From an optimization exercise on the open Yosys and OpenROAD flow, aimed at small area; shortcuts taken in it are not production practice. In this exercise RTL edits were held to simulation tests only and were not proved equivalent to the original.

## ime_sad_8x8
module ime_sad_8x8 (
  clk       ,
  rstn      ,
  enable_i  ,
  ori_i     ,
  ref_i     ,
  sad_o
  );
Settings: LEC_CHECK=0, CAP_MARGIN=20, CORE_AREA=5 5 355 355, DIE_AREA=0 0 360 360, SLEW_MARGIN=20, SYNTH_HIERARCHICAL=1, SYNTH_MINIMUM_KEEP_SIZE=0; clock period 14.0 ns.
standard.sh (not shown) runs the stock make flow with config.mk's settings and CLKGATE_MAP_FILE= SYNTH_SCRIPT=/design/flow/synth_recipe.tcl, a recipe that flattens the netlist after the stock synthesis.
==> flow/flow/run.sh <==
#!/bin/bash
# The standard layout, except that the input and output ports are buffered
# with the smallest buffer (buf_1) instead of the one buffer_ports picks.
set -euo pipefail
export BUFFER_PORTS_ARGS="-buffer_cell sky130_fd_sc_hd__buf_1"
bash standard.sh > standard.log 2>&1
The baseline finished with timing, DRC and antenna clean.
Rerun with:
==> flow/run.sh (new file) <==
#!/bin/bash
# synth_recipe.tcl (not shown) runs the flow's synth.tcl, then flattens the netlist and writes it again
# the make line also repeats each setting of config.mk as NAME=value (left out here)
make -C /OpenROAD-flow-scripts/flow DESIGN_CONFIG=/design/flow/config.mk WORK_HOME=/design/flow/orfs CLKGATE_MAP_FILE= SYNTH_SCRIPT=/design/flow/synth_recipe.tcl finish
--- a/flow/config.mk
+++ b/flow/config.mk
@@ -8,4 +8,4 @@
 export CAP_MARGIN = 20
-export CORE_AREA = 5 5 355 355
-export DIE_AREA = 0 0 360 360
+export CORE_MARGIN = 2
+export CORE_UTILIZATION = 40
 export SLEW_MARGIN = 20
removed: flow/flow/run.sh
removed: flow/standard.sh
Result:
- The changed run ended with an error in I/O pin placement with PPL-0024
- area after synthesis stays the same
- synthesized cell count stays the same

---

== cedar ==
ime_sad_8x8 again, from the RTL that the note above started with.
clock: 14.0 ns
lec_check: 0
cap_margin: 20
core_area: 5 5 255 255
cts_buf_list: sky130_fd_sc_hd__clkbuf_4
die_area: 0 0 260 260
gpl_timing_driven: 0
slew_margin: 20
synth_hierarchical: 1
synth_minimum_keep_size: 0
==> flow/flow/run.sh <==
#!/bin/bash
# The standard layout, except that:
# - the input and output ports are buffered with the smallest buffer (buf_1)
#   instead of the one buffer_ports picks;
# - pins may sit one routing track apart, so that a smaller die holds them;
# - each pixel's input pins are placed together (flow/io.tcl);
# - synthesis's buffers are removed before global placement (flow/pre_gpl.tcl).
set -euo pipefail
export BUFFER_PORTS_ARGS="-buffer_cell sky130_fd_sc_hd__buf_1"
export PLACE_PINS_ARGS="-min_distance 1 -min_distance_in_tracks"
export IO_CONSTRAINTS="$PWD/flow/io.tcl"
export PRE_GLOBAL_PLACE_TCL="$PWD/flow/pre_gpl.tcl"
bash standard.sh > standard.log 2>&1
==> flow/flow/pre_gpl.tcl <==
# Take out the buffers that synthesis (abc) put in, before the ports are
# buffered and the design is placed; repair_design puts back those it needs.
remove_buffers
Other scripts of this flow, unchanged in this note and not shown: flow/flow/io.tcl
cedar finished every stage and its layout cleared the timing, DRC and antenna checks.
> inputs changed (cedar -> indigo)
Settings: swapping 5 5 255 255 for 5 5 355 355 in CORE_AREA; clearing CTS_BUF_LIST, which used to be sky130_fd_sc_hd__clkbuf_4; swapping 0 0 260 260 for 0 0 360 360 in DIE_AREA.
==> flow/flow/run.sh <==
#!/bin/bash
# The standard layout, except that:
# - the input and output ports are buffered with the smallest buffer (buf_1)
#   instead of the one buffer_ports picks;
# - each pixel's input pins are placed together (flow/io.tcl).
set -euo pipefail
export BUFFER_PORTS_ARGS="-buffer_cell sky130_fd_sc_hd__buf_1"
export IO_CONSTRAINTS="$PWD/flow/io.tcl"
bash standard.sh > standard.log 2>&1
removed: flow/flow/pre_gpl.tcl
Findings:
Routed wire length (higher): indigo. On indigo: multi-input logic area is 580 um^2 higher than what cedar gave. Worst setup slack was higher in cedar than in indigo.
The following lists how zinc was set up differently from indigo:
Settings: changing CORE_AREA from 5 5 355 355 to 5 5 225 225; setting CTS_BUF_LIST to sky130_fd_sc_hd__clkbuf_4 for the first time; changing DIE_AREA from 0 0 360 360 to 0 0 230 230.
--- a/flow/flow/run.sh
+++ b/flow/flow/run.sh
@@ -4,2 +4,5 @@
 #   instead of the one buffer_ports picks;
+# - pins may sit one routing track apart, so that a smaller die holds them;
+# - synthesis buffers are removed before global placement (flow/pre_gpl.tcl)
+#   and timing repair only sizes up and swaps pins (SETUP_MOVE_SEQUENCE);
 # - each pixel's input pins are placed together (flow/io.tcl).
@@ -7,2 +10,5 @@
 export BUFFER_PORTS_ARGS="-buffer_cell sky130_fd_sc_hd__buf_1"
+export PLACE_PINS_ARGS="-min_distance 1 -min_distance_in_tracks"
+export SETUP_MOVE_SEQUENCE="sizeup,swap"
+export PRE_GLOBAL_PLACE_TCL="$PWD/flow/pre_gpl.tcl"
 export IO_CONSTRAINTS="$PWD/flow/io.tcl"
==> flow/flow/pre_gpl.tcl (new file) <==
# Take out the buffers that synthesis (abc) put in, before the ports are
# buffered and the design is placed; repair_design puts back those it needs.
remove_buffers
--- outcome ---
met3 wire length for zinc is higher than for indigo.
zinc: full flow OK, the timing, DRC and antenna checks passed
Number of global-route vias before repair went up by a few percent going from indigo to zinc.
Comparing the two runs side by side, zinc comes out behind indigo on DRC violation total after the first TritonRoute iteration.
In the tables for indigo and zinc, final worst-path cycle share reads lower with zinc.
Diff indigo -> zinc: core region area shows a reduction of 61%; fraction of standard cell area in multi-input logic shows an increase of 3.6 points.
Changes in lagoon relative to zinc:
==> flow/flow/run.sh <==
#!/bin/bash
# The standard layout, except that:
# - the input and output ports are buffered with the smallest buffer (buf_1)
#   instead of the one buffer_ports picks;
# - pins may sit one routing track apart, so that a smaller die holds them;
# - each pixel's input pins are placed together (flow/io.tcl).
set -euo pipefail
export BUFFER_PORTS_ARGS="-buffer_cell sky130_fd_sc_hd__buf_1"
export PLACE_PINS_ARGS="-min_distance 1 -min_distance_in_tracks"
export IO_CONSTRAINTS="$PWD/flow/io.tcl"
bash standard.sh > standard.log 2>&1
removed: flow/flow/pre_gpl.tcl
Comparing lagoon against zinc, there is no change at all in adder-cell area share of the yosys netlist.
Of the two values seen for launch point of the critical path, ref_i[376] was produced by zinc and ref_i[384] by lagoon.
Hold buffer count at cts: zinc vs lagoon identical
Looking at the reports, lagoon completed the entire flow and the layout it produced met the timing, DRC and antenna checks.
Cmp zinc and lagoon / sum of met2 wire segment lengths after detailed routing / lower: lagoon
zinc has lower cell count than lagoon.
Re share of synthesized registers carrying an async set or reset: no difference whatsoever between zinc and lagoon.
lagoon gives more part of the cycle the worst path needs than zinc did.
Sequential share of layout area across zinc and lagoon: no real change.
[diff] final worst setup slack, lagoon relative to zinc: regression

---

== alpha ==
ime_sad_8x8 again, from the RTL that the note above started with.
clock: 14.0 ns
lec_check: 0
cap_margin: 20
core_area: 5 5 355 355
die_area: 0 0 360 360
gpl_timing_driven: 0
slew_margin: 20
synth_hierarchical: 1
synth_minimum_keep_size: 0
==> flow/flow/run.sh <==
#!/bin/bash
# The standard layout, except that the input and output ports are buffered
# with the smallest buffer (buf_1) instead of the one buffer_ports picks.
set -euo pipefail
export BUFFER_PORTS_ARGS="-buffer_cell sky130_fd_sc_hd__buf_1"
bash standard.sh > standard.log 2>&1
Both conditions hold for alpha: the flow ran to the end and the final layout passed the timing, DRC and antenna checks.
--- input diff alpha..beta ---
==> flow/run.sh (new file) <==
#!/bin/bash
# synth_recipe.tcl (not shown) runs the flow's synth.tcl, then flattens the netlist and writes it again
# the make line also repeats each setting of config.mk as NAME=value (left out here)
make -C /OpenROAD-flow-scripts/flow DESIGN_CONFIG=/design/flow/config.mk WORK_HOME=/design/flow/orfs CLKGATE_MAP_FILE= SYNTH_SCRIPT=/design/flow/synth_recipe.tcl finish
--- a/flow/config.mk
+++ b/flow/config.mk
@@ -11 +10,0 @@
-export GPL_TIMING_DRIVEN = 0
removed: flow/flow/run.sh
removed: flow/standard.sh
### Flow results
The final layout from beta, which completed every stage, passed the timing, DRC and antenna checks at the end of the flow. The core of beta is more densely filled than that of alpha. beta vs. alpha: clock period minus final worst setup slack picked up an extra 0.021 ns, design area picked up an extra 0.0089 mm^2, share of the clock period used by the worst path after layout roughly the same.

---

== the reference run ==
ime_sad_8x8 again, from the RTL that the note above started with.
export LEC_CHECK = 0
export CAP_MARGIN = 20
export CORE_AREA = 5 5 255 255
export CTS_BUF_LIST = sky130_fd_sc_hd__clkbuf_4
export DIE_AREA = 0 0 260 260
export GPL_TIMING_DRIVEN = 0
export SLEW_MARGIN = 20
export SYNTH_HIERARCHICAL = 1
export SYNTH_MINIMUM_KEEP_SIZE = 0
create_clock -name core_clock -period 14.0 [get_ports {clk}]
==> flow/flow/run.sh <==
#!/bin/bash
# The standard layout, except that:
# - the input and output ports are buffered with the smallest buffer (buf_1)
#   instead of the one buffer_ports picks;
# - pins may sit one routing track apart, so that a smaller die holds them;
# - gates off the critical paths are downsized after global routing
#   (RECOVER_POWER);
# - each pixel's input pins are placed together (flow/io.tcl).
set -euo pipefail
export BUFFER_PORTS_ARGS="-buffer_cell sky130_fd_sc_hd__buf_1"
export PLACE_PINS_ARGS="-min_distance 1 -min_distance_in_tracks"
export RECOVER_POWER=100
export IO_CONSTRAINTS="$PWD/flow/io.tcl"
bash standard.sh > standard.log 2>&1
Other scripts of this flow, unchanged in this note and not shown: flow/flow/io.tcl
Inputs modified between the reference run and the trial run:
- CORE_AREA changed from 5 5 255 255 to 5 5 225 225
- DIE_AREA changed from 0 0 260 260 to 0 0 230 230
Notes after the runs:
Looking at the reports, the trial run completed the entire flow and the layout it produced met the timing, DRC and antenna checks.
The reference run → the trial run: number of global-route vias before repair +about 3%; post-CTS setup repair buffer count flat; final-stage net count level; utilization after layout increased 15 points.
Where setup slack is concerned, the reference run is better than the trial run.
The standard-cell row count of the trial run falls short of that of the reference run by 11.
On global-route wire length before repair, the reference run loses to the trial run.
Critical path startpoint: ori_i[128] -> the reference run, ref_i[384] -> the trial run

---

Starting RTL as in the previous note.
Settings: LEC_CHECK=0, CAP_MARGIN=20, CORE_AREA=5 5 255 255, CTS_BUF_LIST=sky130_fd_sc_hd__clkbuf_4, DIE_AREA=0 0 260 260, GPL_TIMING_DRIVEN=0, SLEW_MARGIN=20, SYNTH_HIERARCHICAL=1, SYNTH_MINIMUM_KEEP_SIZE=0; clock period 14.0 ns.
==> flow/flow/run.sh <==
#!/bin/bash
# The standard layout, except that:
# - the input and output ports are buffered with the smallest buffer (buf_1)
#   instead of the one buffer_ports picks;
# - pins may sit one routing track apart, so that a smaller die holds them;
# - each pixel's input pins are placed together (flow/io.tcl).
set -euo pipefail
export BUFFER_PORTS_ARGS="-buffer_cell sky130_fd_sc_hd__buf_1"
export PLACE_PINS_ARGS="-min_distance 1 -min_distance_in_tracks"
export IO_CONSTRAINTS="$PWD/flow/io.tcl"
bash standard.sh > standard.log 2>&1
Other scripts of this flow, unchanged in this note and not shown: flow/flow/io.tcl
The first run went through all stages and came out clean.
Edit:
CTS_BUF_LIST = unset   (was sky130_fd_sc_hd__clkbuf_4)
Result: Clock skew is unchanged. Global-route usage is about the same. Worst setup slack got worse by 0.019 ns.
Edit:
--- a/flow/flow/run.sh
+++ b/flow/flow/run.sh
@@ -5,2 +5,4 @@
 # - pins may sit one routing track apart, so that a smaller die holds them;
+# - timing repair only removes buffers, sizes up and swaps pins
+#   (SETUP_MOVE_SEQUENCE);
 # - each pixel's input pins are placed together (flow/io.tcl).
@@ -9,2 +11,3 @@
 export PLACE_PINS_ARGS="-min_distance 1 -min_distance_in_tracks"
+export SETUP_MOVE_SEQUENCE="unbuffer,sizeup,swap"
 export IO_CONSTRAINTS="$PWD/flow/io.tcl"
CORE_AREA = 5 5 225 225   (was 5 5 255 255)
CTS_BUF_LIST = sky130_fd_sc_hd__clkbuf_4   (was unset)
DIE_AREA = 0 0 230 230   (was 0 0 260 260)
Outcome: Final area is lower by 1.1%. Wire length is lower by 7.9%. Clock-buffer cell count stays the same. Cell count is lower by 5.4%. Hold slack improves by 0.011 ns.

## what the ideal ports hide
In the flow no input, the clock included, has a driving cell. The finished layouts below were timed again as built, in two steps.
Step 1 sets driving cells, clkbuf_16 on the clock port and buf_2 on the other inputs (assumed; they add their load-dependent delay and slew).
Step 2 adds t to the input delays and takes it off the output delays; t is the mean of the earliest and latest rising clock arrival at the registers after step 1. Input paths then give back, and output paths get back, about the clock's delay inside the block.
Three values: ideal ports, drivers, drivers and shift; two values: the first two.
run | shift t [ns] | setup slack, ns | worst register clock-pin slew, ns | worst data-port slew with drivers (ns) | cell pins on the clock port's net
the first run of note 1 | 0.311 | 0.186 / 0.151 / -0.160 | 0.05 / 0.05 | 0.25 | 1
cedar | 0.304 | 0.182 / 0.186 / -0.118 | 0.08 / 0.08 | 0.12 | 1
indigo | 0.320 | 0.177 / 0.217 / -0.102 | 0.06 / 0.06 | 0.11 | 1
zinc | 0.308 | 0.251 / 0.258 / -0.050 | 0.08 / 0.08 | 0.11 | 1
lagoon | 0.305 | 0.217 / 0.215 / -0.091 | 0.08 / 0.08 | 0.10 | 1
alpha | 0.312 | 0.233 / 0.166 / -0.147 | 0.05 / 0.05 | 0.24 | 1
beta | 0.322 | 0.212 / 0.057 / -0.265 | 0.05 / 0.05 | 0.26 | 1
the reference run | 0.301 | 0.265 / 0.268 / -0.034 | 0.08 / 0.08 | 0.11 | 1
the trial run | 0.305 | 0.220 / 0.218 / -0.087 | 0.08 / 0.08 | 0.10 | 1
the first run of note 5 | 0.304 | 0.261 / 0.262 / -0.043 | 0.08 / 0.08 | 0.11 | 1
the second run of note 5 | 0.278 | 0.242 / 0.253 / -0.025 | 0.05 / 0.05 | 0.11 | 1
the third run of note 5 | 0.305 | 0.214 / 0.213 / -0.092 | 0.08 / 0.08 | 0.10 | 1
With both steps, setup timing fails in every run listed, where it was met with ideal ports. The setup slack of beta, which loses most, moves by -0.155 ns with the drivers and by -0.477 ns with both steps.
